What follows belongs to an exercise in optimizing a design on an open flow for small area; a production flow would make more cautious choices. Only simulation tests tie the RTL to the original design; equivalence was not proved. Power and IR drop assume default switching activity.

<file path="design/flow/design.v">
module rx_descrambler (
	input  wire         clk,
	input  wire         rst_n,
	input  wire [2:0]   gen,
	input  wire         turn_off,
	input  wire [7:0]   rx_valid,
	input  wire [7:0]   rx_start_block,
	input  wire [23:0]  rx_status,
	input  wire [15:0]  rx_sync_header,
	input  wire [255:0] rx_data,
	input  wire [31:0]  rx_datak,
	output wire [7:0]   out_valid,
	output wire [15:0]  out_sync_header,
	output wire [255:0] out_data,
	output wire [31:0]  out_datak
);
	localparam [22:0] SEQ12 = 23'h0017ff;
	localparam [183:0] SEQ3 = {23'h58ea9c, 23'h27a1a0, 23'h7f4b3c, 23'h0f6d40, 23'h70267c, 23'h3c718c, 23'h4c57f0, 23'h14bd6c};
	reg started;
	always @(posedge clk or negedge rst_n)
		if (!rst_n) started <= 1'b0;
		else started <= 1'b1;
	wire mA = (gen == 3'd1);
	wire mB = (gen == 3'd2);
	wire mC = (gen == 3'd3);
	wire mD = (gen == 3'd4) | (gen == 3'd5);
	wire m12 = mA | mB;
	wire mAD = mA | mD;
	wire den0 = mA | mB | mC | mD;
	wire den1 = mB | mC;
	wire nden0 = ~den0;
	wire nden1 = ~den1;
	wire nden23 = ~mC;
	wire nm12 = ~m12;
	wire gto = m12 & ~turn_off;
	wire ngA = ~(m12 & (~started | turn_off));
	wire gB = ~m12 & ~started;
	genvar i;
	generate
		for (i = 0; i < 8; i = i + 1) begin : lane
			reg [22:0] sq_n;	 
			reg [5:0] hq;
			reg df_q, ef_q, de_q;	 
			wire [22:0] sn_n;
			wire [5:0] hq_n;
			wire df_n, ef_n, de_n;
			always @(posedge clk)
				sq_n <= sn_n;
			always @(posedge clk or negedge rst_n)
				if (!rst_n) begin
					hq <= 6'h00;
					df_q <= 1'b0;
					ef_q <= 1'b0;
					de_q <= 1'b0;
				end else begin
					hq <= hq_n;
					df_q <= df_n;
					ef_q <= ef_n;
					de_q <= de_n;
				end
			rx_lane #(.SEQ3(SEQ3[23*i +: 23]), .SEQ12(SEQ12)) u (
				.started(started), .nstarted(~started), .turn_off(turn_off),
				.mA(mA), .mB(mB), .mC(mC), .mD(mD), .m12(m12), .mAD(mAD), .den0(den0), .den1(den1), .nden0(nden0), .nden1(nden1), .nden23(nden23), .nm12(nm12), .gto(gto), .ngA(ngA), .gB(gB),
				.rx_valid(rx_valid[i]), .rx_start_block(rx_start_block[i]),
				.rx_status(rx_status[3*i +: 3]), .rx_sync_header(rx_sync_header[2*i +: 2]),
				.rx_data(rx_data[32*i +: 32]), .rx_datak(rx_datak[4*i +: 4]),
				.sq_n(sq_n), .hq(hq), .df_q(df_q), .ef_q(ef_q), .de_q(de_q),
				.sn_n(sn_n), .hq_n(hq_n), .df_n(df_n), .ef_n(ef_n), .de_n(de_n),
				.out_valid(out_valid[i]), .out_sync_header(out_sync_header[2*i +: 2]),
				.out_data(out_data[32*i +: 32]), .out_datak(out_datak[4*i +: 4]));
		end
	endgenerate
endmodule
module rx_lane #(parameter [22:0] SEQ3 = 23'h0, parameter [22:0] SEQ12 = 23'h0) (
	input  wire        started, nstarted,
	input  wire        turn_off,
	input  wire        mA, mB, mC, mD, m12, nm12, mAD, den0, den1, nden0, nden1, nden23, gto, ngA, gB,
	input  wire        rx_valid,
	input  wire        rx_start_block,
	input  wire [2:0]  rx_status,
	input  wire [1:0]  rx_sync_header,
	input  wire [31:0] rx_data,
	input  wire [3:0]  rx_datak,
	input  wire [22:0] sq_n,
	input  wire [5:0]  hq,
	input  wire        df_q, ef_q, de_q,
	output wire [22:0] sn_n,
	output wire [5:0]  hq_n,
	output wire        df_n, ef_n, de_n,
	output wire        out_valid,
	output wire [1:0]  out_sync_header,
	output wire [31:0] out_data,
	output wire [3:0]  out_datak
);
	wire z, nz, nzm, nzn;
	wire en0, en1, en2, en3, hs0, hs1, nhs0, nhs1;
	lane_ctl ctl(.mB(mB), .mC(mC), .nmC(nden23), .m12(m12), .nm12(nm12), .den0(den0), .den1(den1), .gto(gto), .ngA(ngA), .gB(gB),
		.rx_valid(rx_valid), .rx_start_block(rx_start_block), .rx_status(rx_status), .rx_sync_header(rx_sync_header),
		.rx_data(rx_data), .rx_datak(rx_datak), .df_q(df_q), .ef_q(ef_q), .de_q(de_q), .hf_n(hp[9:7]),
		.df_n(df_n), .ef_n(ef_n), .de_n(de_n), .z(z), .nz(nz), .nzm(nzm), .nzn(nzn),
		.en0(en0), .en1(en1), .en2(en2), .en3(en3), .hs0(hs0), .hs1(hs1), .nhs0(nhs0), .nhs1(nhs1),
		.out_valid(out_valid), .out_sync_header(out_sync_header), .out_datak(out_datak));
	wire [22:0] s;
	genvar j;
	generate
		for (j = 0; j < 23; j = j + 1) begin : gate
			localparam B3 = SEQ3[j];
			localparam B12 = (j < 16) ? SEQ12[j] : SEQ3[j];
			if (B3 == 1'b0 && B12 == 1'b0) begin : s00
				c_nor2 g(.a(sq_n[j]), .b(z), .y(s[j]));
			end else if (B3 == 1'b1 && B12 == 1'b1) begin : s11
				c_nand2 g(.a(sq_n[j]), .b(nz), .y(s[j]));
			end else if (B12 == 1'b1) begin : s10
				c_o21ai g(.a1(sq_n[j]), .a2(z), .b1(nzm), .y(s[j]));
			end else begin : s01
				c_o21ai g(.a1(sq_n[j]), .a2(z), .b1(nzn), .y(s[j]));
			end
		end
	endgenerate
	wire [54:0] o;	 
	wire [31:0] p;	 
	assign o[22:0] = s;
	assign p[15:0] = s[15:0];
	kstream ks(.s(s), .o(o[54:23]), .p(p[31:16]));
	generate
		for (j = 0; j < 8; j = j + 1) begin : nlo
			c_a222oi g(.a1(o[32+j]), .a2(mC), .b1(s[8+j]), .b2(mAD), .c1(p[16+j]), .c2(mB), .y(sn_n[j]));
		end
		for (j = 8; j < 16; j = j + 1) begin : nmid
			wire y1, n1;
			c_a222oi g1(.a1(o[32+j]), .a2(mC), .b1((j < 15) ? s[j+8] : o[23]), .b2(mD), .c1(p[16+j]), .c2(mB), .y(y1));
			c_nand2 g2(.a(p[8+j]), .b(mA), .y(n1));
			c_and2 g3(.a(y1), .b(n1), .y(sn_n[j]));
		end
		for (j = 16; j < 23; j = j + 1) begin : nhi
			c_a222oi g(.a1(o[32+j]), .a2(mC), .b1(o[j+8]), .b2(mD), .c1(hp[j-16]), .c2(m12), .y(sn_n[j]));
		end
	endgenerate
	wire [15:0] h, hp;
	generate
		for (j = 0; j < 7; j = j + 1) begin : hs
			c_nor2 g(.a(sq_n[16+j]), .b(nstarted), .y(h[j]));
		end
	endgenerate
	assign h[9:7] = {de_q, ef_q, df_q};
	assign h[15:10] = hq;
	assign hq_n = hp[15:10];
	hold_byte b0(.d(rx_data[7:0]), .o(o[7:0]), .h(h[7:0]), .hs(hs0), .nhs(nhs0), .en(en0), .nden(nden0), .h_n(hp[7:0]), .out(out_data[7:0]));
	hold_byte b1(.d(rx_data[15:8]), .o(o[15:8]), .h(h[15:8]), .hs(hs1), .nhs(nhs1), .en(en1), .nden(nden1), .h_n(hp[15:8]), .out(out_data[15:8]));
	key_byte b2(.d(rx_data[23:16]), .o(o[23:16]), .en(en2), .nden(nden23), .out(out_data[23:16]));
	key_byte b3(.d(rx_data[31:24]), .o(o[31:24]), .en(en3), .nden(nden23), .out(out_data[31:24]));
endmodule
module hold_byte (input wire [7:0] d, input wire [7:0] o, input wire [7:0] h, input wire hs, input wire nhs, input wire en, input wire nden,
	output wire [7:0] h_n, output wire [7:0] out);
	genvar j;
	generate
		for (j = 0; j < 8; j = j + 1) begin : b
			wire ken, x;
			c_a22o g1(.a1(h[j]), .a2(hs), .b1(o[j]), .b2(nhs), .y(h_n[j]));
			c_nand2 g2(.a(h_n[j]), .b(en), .y(ken));
			c_xor2 g3(.a(d[j]), .b(ken), .y(x));
			c_nor2 g4(.a(x), .b(nden), .y(out[j]));
		end
	endgenerate
endmodule
module key_byte (input wire [7:0] d, input wire [7:0] o, input wire en, input wire nden, output wire [7:0] out);
	genvar j;
	generate
		for (j = 0; j < 8; j = j + 1) begin : b
			wire ken, x;
			c_nand2 g1(.a(o[j]), .b(en), .y(ken));
			c_xor2 g2(.a(d[j]), .b(ken), .y(x));
			c_nor2 g3(.a(x), .b(nden), .y(out[j]));
		end
	endgenerate
endmodule
module lane_ctl (
	input  wire        mB, mC, nmC, m12, nm12, den0, den1,
	input  wire        gto,	 
	input  wire        ngA,	 
	input  wire        gB,	 
	input  wire        rx_valid,
	input  wire        rx_start_block,
	input  wire [2:0]  rx_status,
	input  wire [1:0]  rx_sync_header,
	input  wire [31:0] rx_data,
	input  wire [3:0]  rx_datak,
	input  wire        df_q, ef_q, de_q,
	input  wire [2:0]  hf_n,	 
	output wire        df_n, ef_n, de_n,
	output wire        z, nz, nzm, nzn,
	output wire        en0, en1, en2, en3,
	output wire        hs0, hs1, nhs0, nhs1,
	output wire        out_valid,
	output wire [1:0]  out_sync_header,
	output wire [3:0]  out_datak
);
	wire com0, skp0, com1, skp1;
	wire [3:0] nt1, nt2, zr;
	det5 u0(.d(rx_data[7:0]), .com(com0), .skp(skp0), .nt1(nt1[0]), .nt2(nt2[0]), .zr(zr[0]));
	det5 u1(.d(rx_data[15:8]), .com(com1), .skp(skp1), .nt1(nt1[1]), .nt2(nt2[1]), .zr(zr[1]));
	det3 u2(.d(rx_data[23:16]), .nt1(nt1[2]), .nt2(nt2[2]), .zr(zr[2]));
	det3 u3(.d(rx_data[31:24]), .nt1(nt1[3]), .nt2(nt2[3]), .zr(zr[3]));
	wire sv;
	c_and2 gsh1(.a(rx_start_block), .b(rx_sync_header[1]), .y(out_sync_header[1]));
	c_and2 gsh0(.a(rx_start_block), .b(rx_sync_header[0]), .y(out_sync_header[0]));
	c_nor2 gv0(.a(rx_status[0]), .b(rx_status[1]), .y(sv));
	c_and3b gv1(.an(rx_status[2]), .b(sv), .c(rx_valid), .y(out_valid));
	c_and2 gk0(.a(rx_datak[0]), .b(den0), .y(out_datak[0]));
	c_and2 gk1(.a(rx_datak[1]), .b(den1), .y(out_datak[1]));
	c_and2 gk2(.a(rx_datak[2]), .b(mC), .y(out_datak[2]));
	c_and2 gk3(.a(rx_datak[3]), .b(mC), .y(out_datak[3]));
	c_and2 ghs0(.a(gto), .b(skp0), .y(hs0));
	c_nand2 gns0(.a(gto), .b(skp0), .y(nhs0));
	c_and2 ghs1(.a(gto), .b(skp1), .y(hs1));
	c_nand2 gns1(.a(gto), .b(skp1), .y(nhs1));
	wire nOs, isOs, sh01, isData, isIn;
	c_nand3b gos(.an(rx_sync_header[0]), .b(rx_start_block), .c(rx_sync_header[1]), .y(nOs));
	c_inv gosi(.a(nOs), .y(isOs));
	c_and3b gd1(.an(rx_sync_header[1]), .b(rx_start_block), .c(rx_sync_header[0]), .y(sh01));
	c_o21a gd2(.a1(df_q), .a2(sh01), .b1(nOs), .y(isData));	 
	c_nor2 gin(.a(isOs), .b(isData), .y(isIn));
	wire v1, v2, w1, w2, any1, any2, x1, x2, nall1, nall2, wz, eie, n12;
	c_nand3 ga1(.a(nt1[1]), .b(nt1[2]), .c(nt1[3]), .y(v1));
	c_nand2 ga2(.a(mC), .b(v1), .y(w1));
	c_nand2 ga3(.a(nt1[0]), .b(w1), .y(any1));
	c_nand3 gb1(.a(nt2[1]), .b(nt2[2]), .c(nt2[3]), .y(v2));
	c_nand2 gb2(.a(mC), .b(v2), .y(w2));
	c_nand2 gb3(.a(nt2[0]), .b(w2), .y(any2));
	c_or4 gc1(.a(nt1[0]), .b(nt1[1]), .c(nt1[2]), .d(nt1[3]), .y(x1));
	c_or2 gc2(.a(x1), .b(nmC), .y(nall1));
	c_or4 gc3(.a(nt2[0]), .b(nt2[1]), .c(nt2[2]), .d(nt2[3]), .y(x2));
	c_or2 gc4(.a(x2), .b(nmC), .y(nall2));
	c_or3 ge1(.a(zr[1]), .b(zr[2]), .c(zr[3]), .y(wz));
	c_a21o ge2(.a1(mC), .a2(wz), .b1(zr[0]), .y(eie));
	c_nor2 ge4(.a(any1), .b(any2), .y(n12));
	wire a1m, a2m, ide, dd, keepm, de3, ef3;
	c_and3 gm1(.a(isOs), .b(any1), .c(nm12), .y(a1m));
	c_and4b gm2(.an(any1), .b(isOs), .c(any2), .d(nm12), .y(a2m));
	c_and2 gm3(.a(isIn), .b(de_q), .y(ide));
	c_o21a gm4(.a1(isData), .a2(ide), .b1(nm12), .y(keepm));
	wire [3:0] de;
	genvar j;
	generate
		for (j = 0; j < 4; j = j + 1) begin : gde
			c_a221o g(.a1(a1m), .a2(nt1[j]), .b1(a2m), .b2(nt2[j]), .c1(keepm), .y(de[j]));
		end
	endgenerate
	c_a221o gde3(.a1(a1m), .a2(nall1), .b1(a2m), .b2(nall2), .c1(keepm), .y(de3));
	c_a32o gef(.a1(isOs), .a2(n12), .a3(eie), .b1(isIn), .b2(ef_q), .y(ef3));
	wire nk0, nk1, c0, c1;
	c_inv gnk0(.a(rx_datak[0]), .y(nk0));
	c_inv gnk1(.a(rx_datak[1]), .y(nk1));
	c_a21o gc0(.a1(gto), .a2(nk0), .b1(keepm), .y(c0));
	c_a21o gc1x(.a1(gto), .a2(nk1), .b1(keepm), .y(c1));
	c_a221o gen0(.a1(a1m), .a2(nt1[0]), .b1(a2m), .b2(nt2[0]), .c1(c0), .y(en0));
	c_a221o gen1(.a1(a1m), .a2(nt1[1]), .b1(a2m), .b2(nt2[1]), .c1(c1), .y(en1));
	assign en2 = de[2];
	assign en3 = de[3];
	c_a22o gf0(.a1(m12), .a2(hf_n[0]), .b1(nm12), .b2(isData), .y(df_n));
	c_a22o gf1(.a1(m12), .a2(hf_n[1]), .b1(nm12), .b2(ef3), .y(ef_n));
	c_a21o gf2(.a1(m12), .a2(hf_n[2]), .b1(de3), .y(de_n));
	wire n1, n2;
	c_nand2 gz1(.a(m12), .b(com0), .y(n1));
	c_nand2 gz2(.a(mB), .b(com1), .y(n2));
	c_and3 gz3(.a(n1), .b(n2), .c(ngA), .y(nzm));
	c_a31oi gz4(.a1(nm12), .a2(isIn), .a3(ef_q), .b1(gB), .y(nzn));
	c_nand2 gz5(.a(nzm), .b(nzn), .y(z));
	c_and2 gz6(.a(nzm), .b(nzn), .y(nz));
endmodule
module det5 (input wire [7:0] d, output wire com, output wire skp, output wire nt1, output wire nt2, output wire zr);
	assign com = (d == 8'hBC);
	assign skp = (d == 8'h1C);
	assign nt1 = (d != 8'h1E);
	assign nt2 = (d != 8'h2D);
	assign zr = (d == 8'h00);
endmodule
module det3 (input wire [7:0] d, output wire nt1, output wire nt2, output wire zr);
	assign nt1 = (d != 8'h1E);
	assign nt2 = (d != 8'h2D);
	assign zr = (d == 8'h00);
endmodule
module kstream (input wire [22:0] s, output wire [54:23] o, output wire [31:16] p);
	wire [153:0] x;
	c_xor2 g0 (.a(s[0]), .b(s[5]), .y(x[0]));
	c_xor2 g1 (.a(s[1]), .b(s[6]), .y(x[1]));
	c_xor2 g2 (.a(s[7]), .b(s[8]), .y(x[2]));
	c_xor2 g3 (.a(s[9]), .b(s[21]), .y(x[3]));
	c_xor2 g4 (.a(s[11]), .b(x[0]), .y(x[4]));
	c_xor2 g5 (.a(s[10]), .b(s[22]), .y(x[5]));
	c_xor2 g6 (.a(s[12]), .b(x[1]), .y(x[6]));
	c_xor2 g7 (.a(s[3]), .b(s[15]), .y(x[7]));
	c_xor2 g8 (.a(s[14]), .b(x[3]), .y(x[8]));
	c_xor2 g9 (.a(s[13]), .b(x[2]), .y(x[9]));
	c_xor2 g10 (.a(s[4]), .b(s[14]), .y(x[10]));
	c_xor2 g11 (.a(s[2]), .b(s[7]), .y(x[11]));
	c_xor2 g12 (.a(s[15]), .b(s[19]), .y(x[12]));
	c_xor2 g13 (.a(s[20]), .b(x[5]), .y(x[13]));
	c_xor2 g14 (.a(s[16]), .b(x[0]), .y(x[14]));
	c_xor2 g15 (.a(s[7]), .b(s[12]), .y(x[15]));
	c_xor2 g16 (.a(s[5]), .b(s[8]), .y(x[16]));
	c_xor2 g17 (.a(s[4]), .b(s[5]), .y(x[17]));
	c_xor2 g18 (.a(s[13]), .b(s[17]), .y(x[18]));
	c_xor2 g19 (.a(s[18]), .b(x[4]), .y(x[19]));
	c_xor2 g20 (.a(s[17]), .b(x[1]), .y(x[20]));
	c_xor2 g21 (.a(s[2]), .b(x[4]), .y(x[21]));
	c_xor2 g22 (.a(s[6]), .b(s[20]), .y(x[22]));
	c_xor2 g23 (.a(s[12]), .b(s[13]), .y(x[23]));
	c_xor2 g24 (.a(s[16]), .b(x[6]), .y(x[24]));
	c_xor2 g25 (.a(s[0]), .b(x[7]), .y(x[25]));
	c_xor2 g26 (.a(s[3]), .b(x[19]), .y(x[26]));
	c_xor2 g27 (.a(s[9]), .b(s[11]), .y(x[27]));
	c_xor2 g28 (.a(s[1]), .b(x[11]), .y(x[28]));
	c_xor2 g29 (.a(s[2]), .b(x[8]), .y(x[29]));
	c_xor2 g30 (.a(s[22]), .b(x[9]), .y(x[30]));
	c_xor2 g31 (.a(x[3]), .b(x[5]), .y(x[31]));
	c_xor2 g32 (.a(s[6]), .b(x[27]), .y(x[32]));
	c_xor2 g33 (.a(s[8]), .b(s[21]), .y(x[33]));
	c_xor2 g34 (.a(x[5]), .b(x[21]), .y(x[34]));
	c_xor2 g35 (.a(s[3]), .b(x[0]), .y(x[35]));
	c_xor2 g36 (.a(x[2]), .b(x[3]), .y(x[36]));
	c_xor2 g37 (.a(s[4]), .b(x[30]), .y(x[37]));
	c_xor2 g38 (.a(x[8]), .b(x[13]), .y(x[38]));
	c_xor2 g39 (.a(s[8]), .b(s[11]), .y(x[39]));
	c_xor2 g40 (.a(s[10]), .b(x[15]), .y(x[40]));
	c_xor2 g41 (.a(s[10]), .b(s[14]), .y(x[41]));
	c_xor2 g42 (.a(s[10]), .b(x[14]), .y(x[42]));
	c_xor2 g43 (.a(s[21]), .b(x[26]), .y(x[43]));
	c_xor2 g44 (.a(s[9]), .b(x[23]), .y(x[44]));
	c_xor2 g45 (.a(s[18]), .b(x[42]), .y(x[45]));
	c_xor2 g46 (.a(s[22]), .b(x[20]), .y(x[46]));
	c_xor2 g47 (.a(x[16]), .b(x[18]), .y(x[47]));
	c_xor2 g48 (.a(s[18]), .b(x[12]), .y(x[48]));
	c_xor2 g49 (.a(s[2]), .b(s[3]), .y(x[49]));
	c_xor2 g50 (.a(x[12]), .b(x[17]), .y(x[50]));
	c_xor2 g51 (.a(x[7]), .b(x[10]), .y(x[51]));
	c_xor2 g52 (.a(x[6]), .b(x[25]), .y(x[52]));
	c_xor2 g53 (.a(s[4]), .b(x[2]), .y(x[53]));
	c_xor2 g54 (.a(x[9]), .b(x[48]), .y(x[54]));
	c_xor2 g55 (.a(x[9]), .b(x[22]), .y(x[55]));
	c_xor2 g56 (.a(s[14]), .b(x[6]), .y(x[56]));
	c_xor2 g57 (.a(x[40]), .b(x[50]), .y(x[57]));
	c_xor2 g58 (.a(s[22]), .b(x[50]), .y(x[58]));
	c_xor2 g59 (.a(s[18]), .b(x[51]), .y(x[59]));
	c_xor2 g60 (.a(s[11]), .b(x[20]), .y(x[60]));
	c_xor2 g61 (.a(s[19]), .b(x[16]), .y(x[61]));
	c_xor2 g62 (.a(x[6]), .b(x[29]), .y(x[62]));
	c_xor2 g63 (.a(s[9]), .b(x[17]), .y(x[63]));
	c_xor2 g64 (.a(x[18]), .b(x[28]), .y(x[64]));
	c_xor2 g65 (.a(s[17]), .b(x[8]), .y(x[65]));
	c_xor2 g66 (.a(x[4]), .b(x[51]), .y(x[66]));
	c_xor2 g67 (.a(x[7]), .b(x[63]), .y(x[67]));
	c_xor2 g68 (.a(s[21]), .b(x[45]), .y(x[68]));
	c_xor2 g69 (.a(s[17]), .b(x[9]), .y(x[69]));
	c_xor2 g70 (.a(x[25]), .b(x[38]), .y(x[70]));
	c_xor2 g71 (.a(s[5]), .b(s[6]), .y(x[71]));
	c_xor2 g72 (.a(s[9]), .b(x[53]), .y(x[72]));
	c_xor2 g73 (.a(s[3]), .b(x[46]), .y(x[73]));
	c_xor2 g74 (.a(s[16]), .b(x[57]), .y(x[74]));
	c_xor2 g75 (.a(x[26]), .b(x[36]), .y(x[75]));
	c_xor2 g76 (.a(x[49]), .b(x[66]), .y(x[76]));
	c_xor2 g77 (.a(x[11]), .b(x[67]), .y(x[77]));
	c_xor2 g78 (.a(s[4]), .b(x[35]), .y(x[78]));
	c_xor2 g79 (.a(s[11]), .b(x[22]), .y(x[79]));
	c_xor2 g80 (.a(x[12]), .b(x[24]), .y(x[80]));
	c_xor2 g81 (.a(s[6]), .b(x[2]), .y(x[81]));
	c_xor2 g82 (.a(x[47]), .b(x[49]), .y(x[82]));
	c_xor2 g83 (.a(s[20]), .b(x[69]), .y(x[83]));
	c_xor2 g84 (.a(x[37]), .b(x[62]), .y(x[84]));
	c_xor2 g85 (.a(s[19]), .b(x[9]), .y(x[85]));
	c_xor2 g86 (.a(s[8]), .b(x[85]), .y(x[86]));
	c_xor2 g87 (.a(s[0]), .b(x[24]), .y(x[87]));
	c_xor2 g88 (.a(s[18]), .b(x[15]), .y(x[88]));
	c_xor2 g89 (.a(s[13]), .b(x[28]), .y(x[89]));
	c_xor2 g90 (.a(s[9]), .b(x[73]), .y(x[90]));
	c_xor2 g91 (.a(x[43]), .b(x[56]), .y(x[91]));
	c_xor2 g92 (.a(x[44]), .b(x[55]), .y(x[92]));
	c_xor2 g93 (.a(x[92]), .b(x[68]), .y(x[93]));
	c_xor2 g94 (.a(x[27]), .b(x[61]), .y(x[94]));
	c_xor2 g95 (.a(s[15]), .b(x[31]), .y(x[95]));
	c_xor2 g96 (.a(x[65]), .b(x[88]), .y(x[96]));
	c_xor2 g97 (.a(x[10]), .b(x[28]), .y(x[97]));
	c_xor2 g98 (.a(s[16]), .b(x[97]), .y(x[98]));
	c_xor2 g99 (.a(s[14]), .b(x[44]), .y(x[99]));
	c_xor2 g100 (.a(x[98]), .b(x[99]), .y(x[100]));
	c_xor2 g101 (.a(x[24]), .b(x[75]), .y(x[101]));
	c_xor2 g102 (.a(x[18]), .b(x[34]), .y(x[102]));
	c_xor2 g103 (.a(s[13]), .b(x[41]), .y(x[103]));
	c_xor2 g104 (.a(x[7]), .b(x[64]), .y(x[104]));
	c_xor2 g105 (.a(x[60]), .b(x[85]), .y(x[105]));
	c_xor2 g106 (.a(x[14]), .b(x[33]), .y(x[106]));
	c_xor2 g107 (.a(s[1]), .b(x[13]), .y(x[107]));
	c_xor2 g108 (.a(x[11]), .b(x[71]), .y(x[108]));
	c_xor2 g109 (.a(x[32]), .b(x[59]), .y(x[109]));
	c_xor2 g110 (.a(s[10]), .b(x[32]), .y(x[110]));
	c_xor2 g111 (.a(x[13]), .b(x[52]), .y(x[111]));
	c_xor2 g112 (.a(s[0]), .b(s[21]), .y(x[112]));
	c_xor2 g113 (.a(x[111]), .b(x[112]), .y(x[113]));
	c_xor2 g114 (.a(x[14]), .b(x[95]), .y(x[114]));
	c_xor2 g115 (.a(x[29]), .b(x[87]), .y(x[115]));
	c_xor2 g116 (.a(x[5]), .b(x[104]), .y(x[116]));
	c_xor2 g117 (.a(s[3]), .b(x[81]), .y(x[117]));
	c_xor2 g118 (.a(x[97]), .b(x[117]), .y(x[118]));
	c_xor2 g119 (.a(x[48]), .b(x[84]), .y(x[119]));
	c_xor2 g120 (.a(x[41]), .b(x[82]), .y(x[120]));
	c_xor2 g121 (.a(x[5]), .b(x[54]), .y(x[121]));
	c_xor2 g122 (.a(x[20]), .b(x[34]), .y(x[122]));
	c_xor2 g123 (.a(s[6]), .b(x[96]), .y(x[123]));
	c_xor2 g124 (.a(s[16]), .b(x[79]), .y(x[124]));
	c_xor2 g125 (.a(s[9]), .b(s[10]), .y(x[125]));
	c_xor2 g126 (.a(s[2]), .b(x[106]), .y(x[126]));
	c_xor2 g127 (.a(x[83]), .b(x[91]), .y(x[127]));
	c_xor2 g128 (.a(x[38]), .b(x[45]), .y(x[128]));
	c_xor2 g129 (.a(s[11]), .b(x[40]), .y(x[129]));
	c_xor2 g130 (.a(x[128]), .b(x[129]), .y(x[130]));
	c_xor2 g131 (.a(x[1]), .b(x[17]), .y(x[131]));
	c_xor2 g132 (.a(x[10]), .b(x[43]), .y(x[132]));
	c_xor2 g133 (.a(x[70]), .b(x[86]), .y(x[133]));
	c_xor2 g134 (.a(x[46]), .b(x[94]), .y(x[134]));
	c_xor2 g135 (.a(s[15]), .b(x[103]), .y(x[135]));
	c_xor2 g136 (.a(x[33]), .b(x[122]), .y(x[136]));
	c_xor2 g137 (.a(x[80]), .b(x[102]), .y(x[137]));
	c_xor2 g138 (.a(s[19]), .b(x[34]), .y(x[138]));
	c_xor2 g139 (.a(x[138]), .b(x[38]), .y(x[139]));
	c_xor2 g140 (.a(x[39]), .b(x[52]), .y(x[140]));
	c_xor2 g141 (.a(x[31]), .b(x[105]), .y(x[141]));
	c_xor2 g142 (.a(x[16]), .b(x[125]), .y(x[142]));
	c_xor2 g143 (.a(x[47]), .b(x[124]), .y(x[143]));
	c_xor2 g144 (.a(x[46]), .b(x[65]), .y(x[144]));
	c_xor2 g145 (.a(x[144]), .b(x[81]), .y(x[145]));
	c_xor2 g146 (.a(x[76]), .b(x[107]), .y(x[146]));
	c_xor2 g147 (.a(x[4]), .b(x[37]), .y(x[147]));
	c_xor2 g148 (.a(x[23]), .b(x[39]), .y(x[148]));
	c_xor2 g149 (.a(x[55]), .b(x[112]), .y(x[149]));
	c_xor2 g150 (.a(x[53]), .b(x[68]), .y(x[150]));
	c_xor2 g151 (.a(s[22]), .b(x[101]), .y(x[151]));
	c_xor2 g152 (.a(x[35]), .b(x[89]), .y(x[152]));
	c_xor2 g153 (.a(x[6]), .b(x[58]), .y(x[153]));
	assign o[23] = x[126];
	assign o[24] = x[90];
	assign o[25] = x[150];
	assign o[26] = x[134];
	assign o[27] = x[93];
	assign o[28] = x[141];
	assign o[29] = x[130];
	assign o[30] = x[137];
	assign o[31] = x[127];
	assign o[32] = x[119];
	assign o[33] = x[133];
	assign o[34] = x[146];
	assign o[35] = x[140];
	assign o[36] = x[100];
	assign o[37] = x[120];
	assign o[38] = x[109];
	assign o[39] = x[74];
	assign o[40] = x[143];
	assign o[41] = x[123];
	assign o[42] = x[121];
	assign o[43] = x[139];
	assign o[44] = x[113];
	assign o[45] = x[147];
	assign o[46] = x[115];
	assign o[47] = x[116];
	assign o[48] = x[132];
	assign o[49] = x[153];
	assign o[50] = x[149];
	assign o[51] = x[145];
	assign o[52] = x[114];
	assign o[53] = x[136];
	assign o[54] = x[151];
	assign p[16] = x[78];
	assign p[17] = x[131];
	assign p[18] = x[108];
	assign p[19] = x[117];
	assign p[20] = x[72];
	assign p[21] = x[142];
	assign p[22] = x[110];
	assign p[23] = x[129];
	assign p[24] = x[148];
	assign p[25] = x[99];
	assign p[26] = x[135];
	assign p[27] = x[66];
	assign p[28] = x[52];
	assign p[29] = x[152];
	assign p[30] = x[118];
	assign p[31] = x[77];
endmodule
module c_inv   (input wire a, output wire y); assign y = ~a; endmodule
module c_nand2 (input wire a, input wire b, output wire y); assign y = ~(a & b); endmodule
module c_nor2  (input wire a, input wire b, output wire y); assign y = ~(a | b); endmodule
module c_and2  (input wire a, input wire b, output wire y); assign y = a & b; endmodule
module c_xor2  (input wire a, input wire b, output wire y); assign y = a ^ b; endmodule
module c_xnor2 (input wire a, input wire b, output wire y); assign y = ~(a ^ b); endmodule
module c_a22o  (input wire a1, input wire a2, input wire b1, input wire b2, output wire y); assign y = (a1 & a2) | (b1 & b2); endmodule
module c_or2   (input wire a, input wire b, output wire y); assign y = a | b; endmodule
module c_or3   (input wire a, input wire b, input wire c, output wire y); assign y = a | b | c; endmodule
module c_and3  (input wire a, input wire b, input wire c, output wire y); assign y = a & b & c; endmodule
module c_nand3 (input wire a, input wire b, input wire c, output wire y); assign y = ~(a & b & c); endmodule
module c_and3b (input wire an, input wire b, input wire c, output wire y); assign y = ~an & b & c; endmodule
module c_nand3b (input wire an, input wire b, input wire c, output wire y); assign y = ~(~an & b & c); endmodule
module c_and4b (input wire an, input wire b, input wire c, input wire d, output wire y); assign y = ~an & b & c & d; endmodule
module c_or4   (input wire a, input wire b, input wire c, input wire d, output wire y); assign y = a | b | c | d; endmodule
module c_o21a  (input wire a1, input wire a2, input wire b1, output wire y); assign y = (a1 | a2) & b1; endmodule
module c_a21o  (input wire a1, input wire a2, input wire b1, output wire y); assign y = (a1 & a2) | b1; endmodule
module c_a31oi (input wire a1, input wire a2, input wire a3, input wire b1, output wire y); assign y = ~((a1 & a2 & a3) | b1); endmodule
module c_a32o  (input wire a1, input wire a2, input wire a3, input wire b1, input wire b2, output wire y); assign y = (a1 & a2 & a3) | (b1 & b2); endmodule
module c_a221o (input wire a1, input wire a2, input wire b1, input wire b2, input wire c1, output wire y); assign y = (a1 & a2) | (b1 & b2) | c1; endmodule
module c_mux2i (input wire a0, input wire a1, input wire s, output wire y); assign y = ~(s ? a1 : a0); endmodule
module c_o21ai (input wire a1, input wire a2, input wire b1, output wire y); assign y = ~((a1 | a2) & b1); endmodule
module c_a222oi (input wire a1, input wire a2, input wire b1, input wire b2, input wire c1, input wire c2, output wire y);
	assign y = ~((a1 & a2) | (b1 & b2) | (c1 & c2));
endmodule
</file>
<file path="design/flow/constraint.sdc">
create_clock -name core_clock -period 12.0 [get_ports {clk}]
set_input_delay 2.4000 -clock core_clock [delete_from_list [all_inputs] [get_ports {clk}]]
set_output_delay 2.4000 -clock core_clock [all_outputs]
set_load 0.01 [all_outputs]
</file>
<file path="design/flow/standard.sh">
#!/bin/bash
# synth_recipe.tcl (not shown) runs the flow's synth.tcl, then flattens the netlist and writes it again
# the make line also repeats each setting of config.mk as NAME=value (left out here)
make -C /OpenROAD-flow-scripts/flow DESIGN_CONFIG=/design/flow/config.mk WORK_HOME=/design/flow/orfs CLKGATE_MAP_FILE= SYNTH_SCRIPT=/design/flow/synth_recipe.tcl "${@:-finish}"
</file>
<file path="design/flow/config.mk">
export PLATFORM = sky130hd
export DESIGN_NAME = rx_descrambler
export DESIGN_NICKNAME = rx_descrambler
export VERILOG_FILES = /design/flow/design.v
export SDC_FILE = /design/flow/constraint.sdc
export NUM_CORES = 4
export LEC_CHECK = 0
export CAP_MARGIN = 20
export CORE_MARGIN = 2
export CORE_UTILIZATION = 40
export CTS_BUF_LIST = sky130_fd_sc_hd__clkbuf_4
export SLEW_MARGIN = 20
export SYNTH_HIERARCHICAL = 1
export SYNTH_MINIMUM_KEEP_SIZE = 0
</file>
<file path="design/flow/flow/run.sh">
#!/bin/bash
# Layout flow: the standard flow (standard.sh, unchanged synthesis and
# steps) with these changes to how the layout is made:
#  - the port buffers that global placement inserts use the smallest buffer
#    cell instead of ORFS's default choice (every port still gets a buffer);
#  - timing-driven global placement does not keep the buffers its trial
#    repairs insert (later repair steps still fix slew, load and timing);
#  - clock tree synthesis inserts no dummy load cells.
set -euo pipefail
export BUFFER_PORTS_ARGS="-buffer_cell sky130_fd_sc_hd__buf_1"
export GPL_KEEP_OVERFLOW=0
export CTS_ARGS="-sink_clustering_enable -repair_clock_nets -buf_list sky130_fd_sc_hd__clkbuf_4 -dont_use_dummy_load"
bash standard.sh finish > flow_make.log 2>&1
</file>
==> qor.csv, run 1 <==
metric,value,unit
Yosys reg bits,257,
final hold slack,0.505,ns
final core occ,0.433,
Synth async-reset ratio,0.284,
I/O pin total,662,
post-DP HPWL,105,mm
die area,84700,sq um
clock latency on the worst-skew pair,0.81,ns
DR WL/cell,23.9,microns
Mapped Nets,4440,
combinational share of power,0.823,
switching power total,0.00663,W
DR DRC count,0,
CTS H-Tree Depth,3,
sequential fraction of the synthesis area,0.167,
die width,291,microns
Worst Path Max Fanout,41,
WL final,133,mm
worst reg2reg path depth,13,
main flop type after synthesis,dfxtp_1,
Final Hold Vio Count,0,
Slew headroom,0.200,
clock transition at the registers of the reported paths,0.05,ns
Hold Path Class,flip-flop to flip-flop,
post-synthesis cell count,4090,
share of the synthesized area in the top cell type,0.395,
cell repeated most along the worst path,xor2_1,
Post-Route Setup TNS,0,ns
switching share of power,0.571,
Netlist Area Pre-Place,33000,sq um
largest net degree at the start of global routing,54,
clock sink count,257,
Max Cap Viol,0,
Crit-path slowest cell,o21ai_1,
Max Fclk,86.8,MHz
crit share post-route,0.960,
Initial Util,0.403,
sequential share of power,0.116,
worst slew pin tran,1.20,ns
initial antenna violation count,13,
CTS resizes,0,
CTS Hold Bufs,0,
CTS Buf Count,83,
Clk network pwr share,0.061,
post-synth top area cell,xor2_1,
vias per inst,5.75,
Netlist cell types,44,
startpoint types,input pin,
R2R setup slack,6.02,ns
Crit path largest cell delay,1.00,ns
area grow syn2layout,7.66,%
status,"complete, no violations",
unrepaired setup endpoints after global routing,false,
Synth area leaders,"xor2_1 (40%), dfxtp_1 (11%), buf_4 (8.8%), a222oi_1 (5.6%), dfrtp_1 (5.5%)",
placer congestion estimate,0.974,
"Setup Fix Bufs, Post-CTS",3,
Die H,291,microns
1st-pass router iterations,14,
fin. max-slew vios,0,
Setup WS post-layout,0.475,ns
CTS root buf,clkbuf_4,
Initial DRC Count,3876,
synthesized area per cell,8.06,sq um
Period minus WS final,11.52,ns
final setup fails,0,
Leakage Power,15.0,nW
Layout Nets,4850,
worst hold stages,1,
GRT Util Overall,0.299,
row count,105,
vias in the first global route,30900,
WP depth,21,
WP buf/inv,7,
Vias,32000,
CP cell instances,buf_1 > nor2b_4 > buf_12 > inv_4 > buf_16 > nor2_4 > buf_16 > buf_16 > nand2_1 > and3_1 > nand2_1 > o21ai_1 > xor2_1 > xor2_1 > xor2_1 > xor2_1 > xor2_1 > nand2_1 > xor2_1 > nor2_1 > buf_1,
Syn. warnings,7,
Port-buffer cells,661,
TritonCTS clock tree,built,
Critical Path RT,9.60,ns
Setup crit end kind,primary output,
CP arrival,9.12,ns
Worst Skew,0.0609,ns
first-pass GRT wire length,196,mm
CTS Buffer Depth,3,
total grt overflow,0,
layout cells sized above 1,0.0422,
critical path class,input pin to primary output,
Placeable Area,81800,sq um
Post-synth EDFFs,0,
dpl ws,-0.0221,ns
PD cells,327,nW/um^2
"CP delay by family, top",XOR/XNOR gates,
Max rail drop VDD,0.000120,V
Final ANT Viol Nets,0,
Int Power,0.00497,W
==> final cells by class <==
class | instances | area (sq um)
Fill cell | 8603 | 46400
Multi-Input combinational cell | 3403 | 24500
Sequential cell | 257 | 5510
Timing Repair Buffer | 712 | 3340
Tap cell | 1070 | 1340
Clock buffer | 83 | 623
Inverter | 43 | 166
Antenna cell | 6 | 15.0
==> sequential cells by signal, summed over array words and instances (netlist names) <==
name,count
lane.hq,48
lane.sq_n,184
lane.df_q,8
started,1
lane.ef_q,8
lane.de_q,8
==> final timing paths <==
check | start | to
max | gen[2] | out_data[221]
min | lane[5].hq[2]$_DFF_PN0_ | lane[5].hq[2]$_DFF_PN0_
max reg2reg | started$_DFF_PN0_ | lane[6].sq_n[11]$_DFF_P_
min reg2reg | lane[5].hq[2]$_DFF_PN0_ | lane[5].hq[2]$_DFF_PN0_
max in group asynchronous | rst_n | lane[6].hq[4]$_DFF_PN0_
min in group asynchronous | rst_n | lane[0].hq[5]$_DFF_PN0_
==> Yosys stat by module, one instance, submodules excluded, a selection <==
module	cells inside	copies in the design
c_or2	1	16
c_or3	1	8
c_and3	1	16
c_and2	1	144
c_o21a	1	16
c_and3b	1	16
c_o21ai	1	70
c_nor2	1	376
c_inv	1	24
c_a32o	1	8
c_a31oi	1	8
kstream	48	8
c_nand3	1	16
c_a222oi	1	184
det5	12	16
c_nand3b	1	8
==> logic make-up after synthesis <==
logic type	after synthesis	share of synthesized area
AOI/OAI and AO/OA	506	0.133
xor gates and xnor gates	1490	0.396
buffers and inverters	430	0.0931
DFF	257	0.167
other	1	0.000114
and+or+nand+nor	1406	0.211
==> power by group through the flow <==
stage | clock [W] | combinational (W) | sequential [W]
after floorplan | 0 | 0.0110 | 0.00131
after global placement | 0 | 0.00929 | 0.00138
after detailed placement | 0 | 0.00925 | 0.00136
after CTS | 0.000738 | 0.00934 | 0.00135
after global routing | 0.000777 | 0.0102 | 0.00138
final | 0.000709 | 0.00954 | 0.00135
==> through the flow <==
| stage | cell area (sq um) | instances | total power (W) |
|---|---|---|---|
| CTS | 35500 | 5568 | 0.0114 |
| global route | 35500 | 5574 | 0.0124 |
| detailed placement | 34800 | 5482 | 0.0106 |
| global placement | 33900 | 5434 | 0.0107 |
| finish | 35500 | 5574 | 0.0116 |
| floorplan | 33000 | 4090 | 0.0123 |
==> Yosys cell counts (40+ instances only) <==
cell	count
dfxtp_1	184
a22o_1	144
nand2_1	468
a222oi_1	184
nor2_1	428
a221o_1	40
dfrtp_1	73
nand3_1	48
xor2_1	1488
inv_1	42
o21ai_1	70
buf_4	385
and2_1	161
==> layer usage <==
| metal | track usage | vias up | part of all wire |
|---|---|---|---|
| met5 | 0 | - | 0.00040 |
| met4 | 0.0987 | 8 | 0.033 |
| met3 | 0.0561 | 261 | 0.088 |
| met2 | 0.474 | 1802 | 0.45 |
| met1 | 0.406 | 15400 | 0.43 |
| li1 | - | 14600 | - |
==> worst reg2reg max path: cells and delay by family, from the launching register on <==
| kind | cells | cell delay, ns |
|---|---|---|
| AOI/OAI and AO/OA | 3 | 1.97 |
| xor gates and xnor gates | 4 | 1.73 |
| and+or+nand+nor | 3 | 1.13 |
| buffers and inverters | 3 | 0.63 |
| DFF | 1 | 0.44 |
==> cell usage in the layout (no fill, tap or decap), types with 19 or more instances in the layout <==
cell and n:
clkbuf_4 83, nand3_1 48, buf_1 660, o21ai_1 65, a21o_1 32, buf_12 19
or3_1 24, a221o_1 40, nand2_1 466, xor2_1 1488, and2_1 160, nor3_1 32
and3_1 32, nand4_1 32, dfrtp_1 73, inv_1 41, or4_1 32, buf_4 19
a222oi_1 184, dfxtp_1 184, a22o_1 144, nor2_1 425
==> run 2, diff against run 1 <==
--- a/design/flow/config.mk
+++ b/design/flow/config.mk
@@ -5,10 +5,10 @@
 export SDC_FILE = /design/flow/constraint.sdc
 export NUM_CORES = 4
 export LEC_CHECK = 0
-export CAP_MARGIN = 20
+export CAP_MARGIN = 10
 export CORE_MARGIN = 2
 export CORE_UTILIZATION = 40
 export CTS_BUF_LIST = sky130_fd_sc_hd__clkbuf_4
-export SLEW_MARGIN = 20
+export SLEW_MARGIN = 10
 export SYNTH_HIERARCHICAL = 1
 export SYNTH_MINIMUM_KEEP_SIZE = 0
==> qor.csv, run 2 <==
metric,value,unit,change
status,"complete, no violations",,
Die H,291,microns,unchanged
PD cells,328,nW/um^2,+0.40%
Max Cap Viol,0,,unchanged
CTS Buffer Depth,3,,unchanged
Netlist Area Pre-Place,33000,sq um,unchanged
startpoint types,input pin,,
Max Fclk,87.8,MHz,+1.1%
row count,105,,unchanged
die area,84700,sq um,unchanged
DR WL/cell,23.9,microns,about the same
GRT Util Overall,0.298,,-0.000774
Port-buffer cells,661,,unchanged
Netlist cell types,44,,unchanged
die width,291,microns,unchanged
share of the synthesized area in the top cell type,0.395,,unchanged
Leakage Power,15.0,nW,-0.31%
Multi-input gate area,24500,sq um,-0.10%
Max rail drop VDD,0.000124,V,+3.1%
CP arrival,8.99,ns,-0.13 ns
cell repeated most along the worst path,xor2_1,,
Syn. warnings,7,,unchanged
Placeable Area,81800,sq um,unchanged
max FFs per register,184,,unchanged
Final ANT Viol Nets,0,,unchanged
unrepaired setup endpoints after global routing,false,,
Crit path largest cell delay,0.94,ns,-0.06 ns
layout cells sized above 1,0.0398,,-0.00240
Final Hold Vio Count,0,,unchanged
Layout Nets,4845,,-0.10%
register area,5510,sq um,unchanged
Setup WS post-layout,0.606,ns,+0.130 ns
Slew headroom,0.145,,-0.0546
clock transition at the registers of the reported paths,0.05,ns,about the same
most frequent cells in the layout,"xor2_1 (1488), buf_1 (660), nand2_1 (466), nor2_1 (425)",,
hold worst-path end,lane[1].hq[2]$_DFF_PN0_,,
r2r endpoint,lane[6].sq_n[11]$_DFF_P_,,
Worst Skew,0.0626,ns,+0.00169 ns
R2R setup slack,5.88,ns,-0.14 ns
Initial Util,0.403,,unchanged
CTS Hold Bufs,0,,unchanged
CTS resizes,0,,unchanged
post-synthesis cell count,4090,,unchanged
1st-pass router iterations,13,,-1
Synth async-reset ratio,0.284,,unchanged
critical path class,input pin to primary output,,
dpl ws,0.196,ns,+0.218 ns
Critical Path RT,9.60,ns,about the same
WL final,133,mm,-0.21%
DR DRC count,0,,unchanged
Crit-path slowest cell,o21ai_1,,
first-pass GRT wire length,196,mm,-0.23%
placer congestion estimate,0.974,,unchanged
CTS H-Tree Depth,3,,unchanged
synthesized area per cell,8.06,sq um,unchanged
Synth area leaders,"xor2_1 (40%), dfxtp_1 (11%), buf_4 (8.8%), a222oi_1 (5.6%), dfrtp_1 (5.5%)",,
Post-synth EDFFs,0,,unchanged
fill cell count,8597,,-0.070%
CTS Buf Count,85,,+2.4%
commonest cells in the netlist,"xor2_1 (1488), nand2_1 (468), nor2_1 (428)",,
Worst Path Max Fanout,41,,unchanged
CTS root buf,clkbuf_4,,
I/O pin total,662,,unchanged
post-DP HPWL,104,mm,-0.58%
worst hold stages,1,,unchanged
vias per inst,5.73,,-0.25%
final hold slack,0.508,ns,+0.00387 ns
worst slew pin tran,1.27,ns,+0.0778 ns
Setup crit end kind,primary output,,
post-synth top area cell,xor2_1,,
fin. max-slew vios,0,,unchanged
Initial DRC Count,4004,,+3.3%
register with the most flip-flops,lane.sq_n,,
Mapped Nets,4440,,unchanged
Period minus WS final,11.39,ns,-0.130 ns
largest registers,"lane.sq_n (184), lane.hq (48)",,
final setup fails,0,,unchanged
clock sink count,257,,unchanged
CP cell instances,buf_1 > nor2b_4 > buf_12 > inv_4 > buf_16 > nor2_4 > buf_12 > buf_16 > nand2_1 > and3_1 > nand2_1 > o21ai_1 > xor2_1 > xor2_1 > xor2_1 > xor2_1 > xor2_1 > nand2_1 > xor2_1 > nor2_1 > buf_1,,
sequential fraction of the synthesis area,0.167,,unchanged
RR Startpoint,started$_DFF_PN0_,,
"commonest non-fill, non-tap cell in the layout",xor2_1,,
main flop type after synthesis,dfxtp_1,,
initial antenna violation count,11,,-2
area grow syn2layout,7.35,%,
Hold Path Class,flip-flop to flip-flop,,
worst reg2reg path depth,12,,-1
TritonCTS clock tree,built,,
most common cell in the netlist,xor2_1,,
Yosys reg bits,257,,unchanged
Hold Startpoint,lane[1].hq[2]$_DFF_PN0_,,
vias in the first global route,31000,,+0.17%
Post-Route Setup TNS,0,ns,unchanged
total grt overflow,0,,unchanged
clock latency on the worst-skew pair,0.83,ns,+0.02 ns
crit share post-route,0.950,,-0.0109
"Setup Fix Bufs, Post-CTS",0,,-3
Vias,31900,,-0.39%
largest net degree at the start of global routing,54,,unchanged
## run 2: how the worst max path moves through the flow
stage               slack (ns)  depth (start not counted)  startpoint             to
global placement         -3.96                         17      gen[1]  out_data[221]
global route              0.35                         21      gen[2]  out_data[221]
CTS                       0.18                         20      gen[1]  out_data[221]
finish                    0.61                         21      gen[2]  out_data[221]
floorplan                 0.85                         19      gen[2]  out_data[159]
detailed placement        0.20                         20      gen[1]  out_data[221]
## run 2: layer usage
metal | part of all wire | up-vias | wire length, microns | GRT usage
li1 | - | 14500 | - | -
met1 | 0.44 | 15400 | 57900 | 0.406
met2 | 0.45 | 1705 | 59600 | 0.474
met3 | 0.084 | 245 | 11200 | 0.0555
met4 | 0.031 | 6 | 4180 | 0.0960
met5 | 0.00030 | - | 40 | 0
## run 2: metrics by stage
| stage | instances | util | power [W] | cell area, sq um |
|---|---|---|---|---|
| final | 5566 | 0.432 | 0.0116 | 35400 |
| after global routing | 5566 | 0.432 | 0.0124 | 35400 |
| after CTS | 5560 | 0.432 | 0.0114 | 35300 |
| after detailed placement | 5475 | 0.424 | 0.0106 | 34700 |
| after global placement | 5434 | 0.414 | 0.0107 | 33900 |
| after floorplan | 4090 | - | 0.0123 | 33000 |
## run 2: cell families after synthesis
logic type	count (synthesis)	share of synthesized area
xor gates and xnor gates	1490	0.396
buffers and inverters	430	0.0931
DFF	257	0.167
and+or+nand+nor	1406	0.211
other	1	0.000114
AOI/OAI and AO/OA	506	0.133
## run 2: critical path: cells and delay by family
family / cells / cell delay (ns)
AOI/OAI and AO/OA: 1 / 0.94
xor gates and xnor gates: 6 / 2.28
and+or+nand+nor: 7 / 1.41
buffers and inverters: 7 / 1.85
## run 2: where the power goes
group | total, W | internal [W] | switching (W)
Combinational | 0.00955 | 0.00345 | 0.00611
Sequential | 0.00135 | 0.00121 | 0.000138
Clock | 0.000710 | 0.000317 | 0.000393
## run 2: cell type report
cell class | count | share of cell area
antenna | 3 | 0.000212
sequential | 257 | 0.156
timing repair buffer | 705 | 0.0920
tap | 1070 | 0.0378
multi-input combinational | 3403 | 0.691
clock buffer | 85 | 0.0180
inverter | 43 | 0.00470
## run 2: Yosys stat by module, one instance, submodules excluded, excerpt
module | flops+latches | cells | copies in the design
det5 | 0 | 12 | 16
det3 | 0 | 8 | 16
c_a221o | 0 | 1 | 40
c_xor2 | 0 | 1 | 1488
c_nand3b | 0 | 1 | 8
c_a21o | 0 | 1 | 32
c_o21a | 0 | 1 | 16
c_and3 | 0 | 1 | 16
c_nand3 | 0 | 1 | 16
c_nand2 | 0 | 1 | 466
c_nor2 | 0 | 1 | 376
==> run 3, diff against run 2 <==
--- a/design/flow/design.v
+++ b/design/flow/design.v
@@ -33,8 +33,9 @@
 	wire nden23 = ~mC;
 	wire nm12 = ~m12;
 	wire gto = m12 & ~turn_off;
-	wire ngA = ~(m12 & (~started | turn_off));
-	wire gB = ~m12 & ~started;
+	wire ngA, gB, m12z, nm12z, mBz;
+	zmode u_zm(.gen(gen), .turn_off(turn_off), .started(started),
+		.m12(m12z), .nm12(nm12z), .mB(mBz), .ngA(ngA), .gB(gB));
 	genvar i;
 	generate
 		for (i = 0; i < 8; i = i + 1) begin : lane
@@ -60,7 +61,7 @@
 				end
 			rx_lane #(.SEQ3(SEQ3[23*i +: 23]), .SEQ12(SEQ12)) u (
 				.started(started), .nstarted(~started), .turn_off(turn_off),
-				.mA(mA), .mB(mB), .mC(mC), .mD(mD), .m12(m12), .mAD(mAD), .den0(den0), .den1(den1), .nden0(nden0), .nden1(nden1), .nden23(nden23), .nm12(nm12), .gto(gto), .ngA(ngA), .gB(gB),
+				.mA(mA), .mB(mB), .mC(mC), .mD(mD), .m12(m12), .mAD(mAD), .den0(den0), .den1(den1), .nden0(nden0), .nden1(nden1), .nden23(nden23), .nm12(nm12), .gto(gto), .ngA(ngA), .gB(gB), .m12z(m12z), .nm12z(nm12z), .mBz(mBz),
 				.rx_valid(rx_valid[i]), .rx_start_block(rx_start_block[i]),
 				.rx_status(rx_status[3*i +: 3]), .rx_sync_header(rx_sync_header[2*i +: 2]),
 				.rx_data(rx_data[32*i +: 32]), .rx_datak(rx_datak[4*i +: 4]),
@@ -71,10 +72,18 @@
 		end
 	endgenerate
 endmodule
+module zmode (input wire [2:0] gen, input wire turn_off, input wire started,
+	output wire m12, output wire nm12, output wire mB, output wire ngA, output wire gB);
+	assign m12 = ~gen[2] & (gen[1] ^ gen[0]);
+	assign nm12 = ~m12;
+	assign mB = ~gen[2] & gen[1] & ~gen[0];
+	assign ngA = ~(m12 & (~started | turn_off));
+	assign gB = ~m12 & ~started;
+endmodule
 module rx_lane #(parameter [22:0] SEQ3 = 23'h0, parameter [22:0] SEQ12 = 23'h0) (
 	input  wire        started, nstarted,
 	input  wire        turn_off,
-	input  wire        mA, mB, mC, mD, m12, nm12, mAD, den0, den1, nden0, nden1, nden23, gto, ngA, gB,
+	input  wire        mA, mB, mC, mD, m12, nm12, mAD, den0, den1, nden0, nden1, nden23, gto, ngA, gB, m12z, nm12z, mBz,
 	input  wire        rx_valid,
 	input  wire        rx_start_block,
 	input  wire [2:0]  rx_status,
@@ -95,6 +104,7 @@
 	wire z, nz, nzm, nzn;
 	wire en0, en1, en2, en3, hs0, hs1, nhs0, nhs1;
 	lane_ctl ctl(.mB(mB), .mC(mC), .nmC(nden23), .m12(m12), .nm12(nm12), .den0(den0), .den1(den1), .gto(gto), .ngA(ngA), .gB(gB),
+		.m12z(m12z), .nm12z(nm12z), .mBz(mBz),
 		.rx_valid(rx_valid), .rx_start_block(rx_start_block), .rx_status(rx_status), .rx_sync_header(rx_sync_header),
 		.rx_data(rx_data), .rx_datak(rx_datak), .df_q(df_q), .ef_q(ef_q), .de_q(de_q), .hf_n(hp[9:7]),
 		.df_n(df_n), .ef_n(ef_n), .de_n(de_n), .z(z), .nz(nz), .nzm(nzm), .nzn(nzn),
@@ -179,6 +189,7 @@
 	input  wire        gto,	 
 	input  wire        ngA,	 
 	input  wire        gB,	 
+	input  wire        m12z, nm12z, mBz,	 
 	input  wire        rx_valid,
 	input  wire        rx_start_block,
 	input  wire [2:0]  rx_status,
@@ -261,10 +272,10 @@
 	c_a22o gf1(.a1(m12), .a2(hf_n[1]), .b1(nm12), .b2(ef3), .y(ef_n));
 	c_a21o gf2(.a1(m12), .a2(hf_n[2]), .b1(de3), .y(de_n));
 	wire n1, n2;
-	c_nand2 gz1(.a(m12), .b(com0), .y(n1));
-	c_nand2 gz2(.a(mB), .b(com1), .y(n2));
+	c_nand2 gz1(.a(m12z), .b(com0), .y(n1));
+	c_nand2 gz2(.a(mBz), .b(com1), .y(n2));
 	c_and3 gz3(.a(n1), .b(n2), .c(ngA), .y(nzm));
-	c_a31oi gz4(.a1(nm12), .a2(isIn), .a3(ef_q), .b1(gB), .y(nzn));
+	c_a31oi gz4(.a1(nm12z), .a2(isIn), .a3(ef_q), .b1(gB), .y(nzn));
 	c_nand2 gz5(.a(nzm), .b(nzn), .y(z));
 	c_and2 gz6(.a(nzm), .b(nzn), .y(nz));
 endmodule
--- a/design/flow/config.mk
+++ b/design/flow/config.mk
@@ -5,10 +5,10 @@
 export SDC_FILE = /design/flow/constraint.sdc
 export NUM_CORES = 4
 export LEC_CHECK = 0
-export CAP_MARGIN = 10
+export CAP_MARGIN = 5
 export CORE_MARGIN = 2
 export CORE_UTILIZATION = 40
 export CTS_BUF_LIST = sky130_fd_sc_hd__clkbuf_4
-export SLEW_MARGIN = 10
+export SLEW_MARGIN = 5
 export SYNTH_HIERARCHICAL = 1
 export SYNTH_MINIMUM_KEEP_SIZE = 0
==> qor.csv, run 3 <==
metric,value,unit,change
status,"complete, no violations",,
commonest cells in the netlist,"xor2_1 (1489), nand2_1 (468), nor2_1 (428)",,
first-pass GRT wire length,194,mm,-0.98%
Post-Synth Adder-Cell Area,0,,unchanged
Die H,291,microns,about the same
most frequent cells in the layout,"xor2_1 (1489), buf_1 (660), nand2_1 (467), nor2_1 (425)",,
Synth Area in Simple Gates,0.212,,+0.000843
largest registers,"lane.sq_n (184), lane.hq (48)",,
Initial Util,0.403,,about the same
Worst Skew,0.109,ns,+0.0467 ns
max FFs per register,184,,unchanged
area grow syn2layout,7.05,%,
vias per inst,5.73,,about the same
row count,105,,unchanged
combinational share of power,0.824,,about the same
Mapped Nets,4443,,+0.068%
I/O pin total,662,,unchanged
critical path class,input pin to primary output,,
Critical Path End,out_data[251],,
R2R setup slack,6.66,ns,+0.78 ns
routing usage on met1,0.411,,+0.00497
r2r endpoint,lane[6].sq_n[14]$_DFF_P_,,
Setup crit end kind,primary output,,
dpl ws,0.935,ns,+0.739 ns
switching share of power,0.575,,+0.00310
Netlist Area Pre-Place,33000,sq um,about the same
CTS resizes,0,,unchanged
post-synthesis cell count,4093,,+0.073%
GR Layer Usage met3,0.0480,,-0.00748
Leakage Power,15.0,nW,-0.33%
Initial DRC Count,3901,,-2.6%
Vias,31900,,-0.063%
Hold Path Class,flip-flop to flip-flop,,
vias in the first global route,30600,,-1.2%
Max rail drop VDD,0.000127,V,+2.5%
Worst Path Max Fanout,15,,-63%
register with the most flip-flops,lane.sq_n,,
Crit. Startpoint,gen[1],,
Int Power,0.00497,W,about the same
die area,84700,sq um,about the same
Final ANT Viol Nets,0,,unchanged
Compound-Gate Fraction of Synth Area,0.132,,-0.000223
main flop type after synthesis,dfxtp_1,,
layout cells sized above 1,0.0383,,-0.00153
CP arrival,8.94,ns,-0.05 ns
mux share of post-synthesis cell area,0,,unchanged
fin. max-slew vios,0,,unchanged
final hold slack,0.510,ns,+0.00115 ns
Slew headroom,0.120,,-0.0247
main combinational cell family by area after synthesis,XOR/XNOR gates,,
"Setup Fix Bufs, Post-CTS",0,,unchanged
worst slew pin tran,1.31,ns,+0.0369 ns
PD cells,331,nW/um^2,+0.95%
startpoint types,input pin,,
Post-Route Setup TNS,0,ns,unchanged
Yosys reg bits,257,,unchanged
largest net degree at the start of global routing,79,,+46%
Setup WS post-layout,0.663,ns,+0.0577 ns
clock latency on the worst-skew pair,0.85,ns,+0.02 ns
XOR/XNOR Fraction of Synth Area,0.396,,about the same
met2 Use GR,0.453,,-0.0210
global route hottest layer,met2,,
Clk network pwr share,0.061,,about the same
placed cell count,5475,,unchanged
Max Cap Viol,0,,unchanged
1st-pass router iterations,14,,+1
clock transition at the registers of the reported paths,0.05,ns,about the same
Max Fclk,88.2,MHz,+0.51%
sequential fraction of the synthesis area,0.167,,about the same
TritonCTS clock tree,built,,
Period minus WS final,11.34,ns,-0.0577 ns
DR DRC count,0,,unchanged
clock sink count,257,,unchanged
DR WL/cell,23.7,microns,-0.90%
switching power total,0.00672,W,+1.2%
CTS Hold Bufs,0,,unchanged
total grt overflow,0,,unchanged
Layout Nets,4842,,-0.062%
crit share post-route,0.945,,-0.00481
CTS Buf Count,85,,unchanged
unrepaired setup endpoints after global routing,false,,
initial antenna violation count,11,,unchanged
worst hold stages,1,,unchanged
share of the synthesized area in the top cell type,0.396,,about the same
most common cell in the netlist,xor2_1,,
Port-buffer cells,661,,unchanged
"commonest non-fill, non-tap cell in the layout",xor2_1,,
Syn. warnings,7,,unchanged
die width,291,microns,about the same
Finished Layout Cells,5565,,-0.018%
Placeable Area,81800,sq um,unchanged
CTS H-Tree Depth,3,,unchanged
Critical Path RT,9.60,ns,about the same
post-DP HPWL,103,mm,-0.65%
placed standard-cell area,34600,sq um,-0.21%
sequential share of power,0.115,,about the same
CTS Buffer Depth,3,,unchanged
Post-synth EDFFs,0,,unchanged
Synth area leaders,"xor2_1 (40%), dfxtp_1 (11%), buf_4 (8.7%), a222oi_1 (5.6%), dfrtp_1 (5.5%)",,
final instance area,35300,sq um,-0.28%
Final Hold Vio Count,0,,unchanged
WL final,132,mm,-0.91%
Synth async-reset ratio,0.284,,unchanged
CTS root buf,clkbuf_4,,
final setup fails,0,,unchanged
RR Startpoint,started$_DFF_PN0_,,
GRT Util Overall,0.294,,-0.00380
Netlist cell types,40,,-9.1%
synthesized area per cell,8.05,sq um,about the same
post-synth top area cell,xor2_1,,
placer congestion estimate,0.985,,+1.2%
worst reg2reg path depth,12,,unchanged
[run 3: kinds of logic after synthesis]
family          after synthesis
simple gates               1411
flops                       257
other cells                   1
buf+inv                     429
compound gates              505
xor+xnor                   1490
[run 3: worst min path at each step]
stage	startpoint	to	slack [ns]
4_1_cts	lane[1].hq[3]$_DFF_PN0_	lane[1].hq[3]$_DFF_PN0_	0.51
3_5_place_dp	lane[4].hq[4]$_DFF_PN0_	lane[4].hq[4]$_DFF_PN0_	0.50
3_3_place_gp	lane[0].hq[4]$_DFF_PN0_	lane[0].hq[4]$_DFF_PN0_	0.50
6_report	lane[1].hq[3]$_DFF_PN0_	lane[1].hq[3]$_DFF_PN0_	0.51
5_1_grt	lane[6].hq[4]$_DFF_PN0_	lane[6].hq[4]$_DFF_PN0_	0.52
2_1_floorplan	lane[0].hq[0]$_DFF_PN0_	lane[0].hq[0]$_DFF_PN0_	0.48
[run 3: power by group through the flow]
stage	clock, W	sequential [W]	combinational [W]
floorplan	0	0.00131	0.0110
global placement	0	0.00138	0.00938
detailed placement	0	0.00135	0.00931
CTS	0.000745	0.00134	0.00940
global route	0.000782	0.00137	0.0103
finish	0.000713	0.00134	0.00963
[run 3: final cells by class]
cell class	count	area, sq um
fill	8643	46600
timing repair buffer	698	3140
clock buffer	85	638
antenna	5	12.5
inverter	43	164
sequential	257	5510
tap	1070	1340
multi-input combinational	3407	24500
[run 3: stage by stage]
stage	power, W	utilization
global route	0.0124	0.431
CTS	0.0115	0.431
floorplan	0.0123	-
detailed placement	0.0107	0.423
global placement	0.0108	0.414
finish	0.0117	0.431
[run 3: per-module statistics from Yosys, one instance, submodules excluded, excerpt]
module / cells inside / area, sq um / copies in the design
c_and3b: 1 / 8.76 / 16
c_a221o: 1 / 10.0 / 40
c_o21ai: 1 / 5.00 / 70
det3: 8 / 53.8 / 16
zmode: 8 / 46.3 / 1
c_or4: 1 / 7.51 / 16
c_xor2: 1 / 8.76 / 1488
c_or3: 1 / 6.26 / 8
det5: 12 / 80.1 / 16
c_and3: 1 / 6.26 / 16
c_o21a: 1 / 7.51 / 16
[run 3: metal layers]
| layer | up-vias | wire length [microns] |
|---|---|---|
| met2 | 1747 | 57200 |
| li1 | 14600 | - |
| met5 | - | 12 |
| met3 | 238 | 10800 |
| met1 | 15300 | 58700 |
| met4 | 2 | 4890 |
[run 3: worst max-delay path, cell delays in order]
cell	delay, ns
buf_1	0.54
xor2_1	0.37
nand2_1	0.78
a31oi_1	0.79
nand2_1	0.50
o21ai_1	0.87
xor2_1	0.56
xor2_1	0.65
xor2_1	0.29
xor2_1	0.33
xor2_1	0.27
nand2_1	0.12
xor2_1	0.19
nor2_1	0.08
buf_1	0.18

[re-timing with driven ports]
In the flow no input, the clock included, has a driving cell. The finished layouts below were timed again as built, in two steps.
Step 1: set_driving_cell puts a clkbuf_16 on clk and a buf_2 on each other input, an assumption about the parent block.
Step 2 times the ports against the registers' clock, not the clock port: input delays grow and output delays shrink by t, the midpoint of the rising clock arrivals with the driver on.
Slacks: ideal ports / drivers / drivers and shift; pairs: ideal ports / drivers.
| run | shift t [ns] | slack for setup (ns) | worst setup path after step 2 | clock arrival spread, ns | worst register clock-pin slew, ns |
|---|---|---|---|---|---|
| run 1 | 0.845 | 0.475 / 0.386 / 0.386 | input to output | 0.061 / 0.061 | 0.07 / 0.07 |
| run 2 | 0.842 | 0.606 / 0.513 / 0.513 | input to output | 0.101 / 0.102 | 0.06 / 0.06 |
| run 3 | 0.847 | 0.663 / 0.626 / 0.626 | input to output | 0.135 / 0.135 | 0.08 / 0.08 |
After both steps setup and hold are still met in every run listed. For run 2, which loses most, drivers alone change the setup slack by -0.093 ns; drivers and shift together by -0.093 ns.
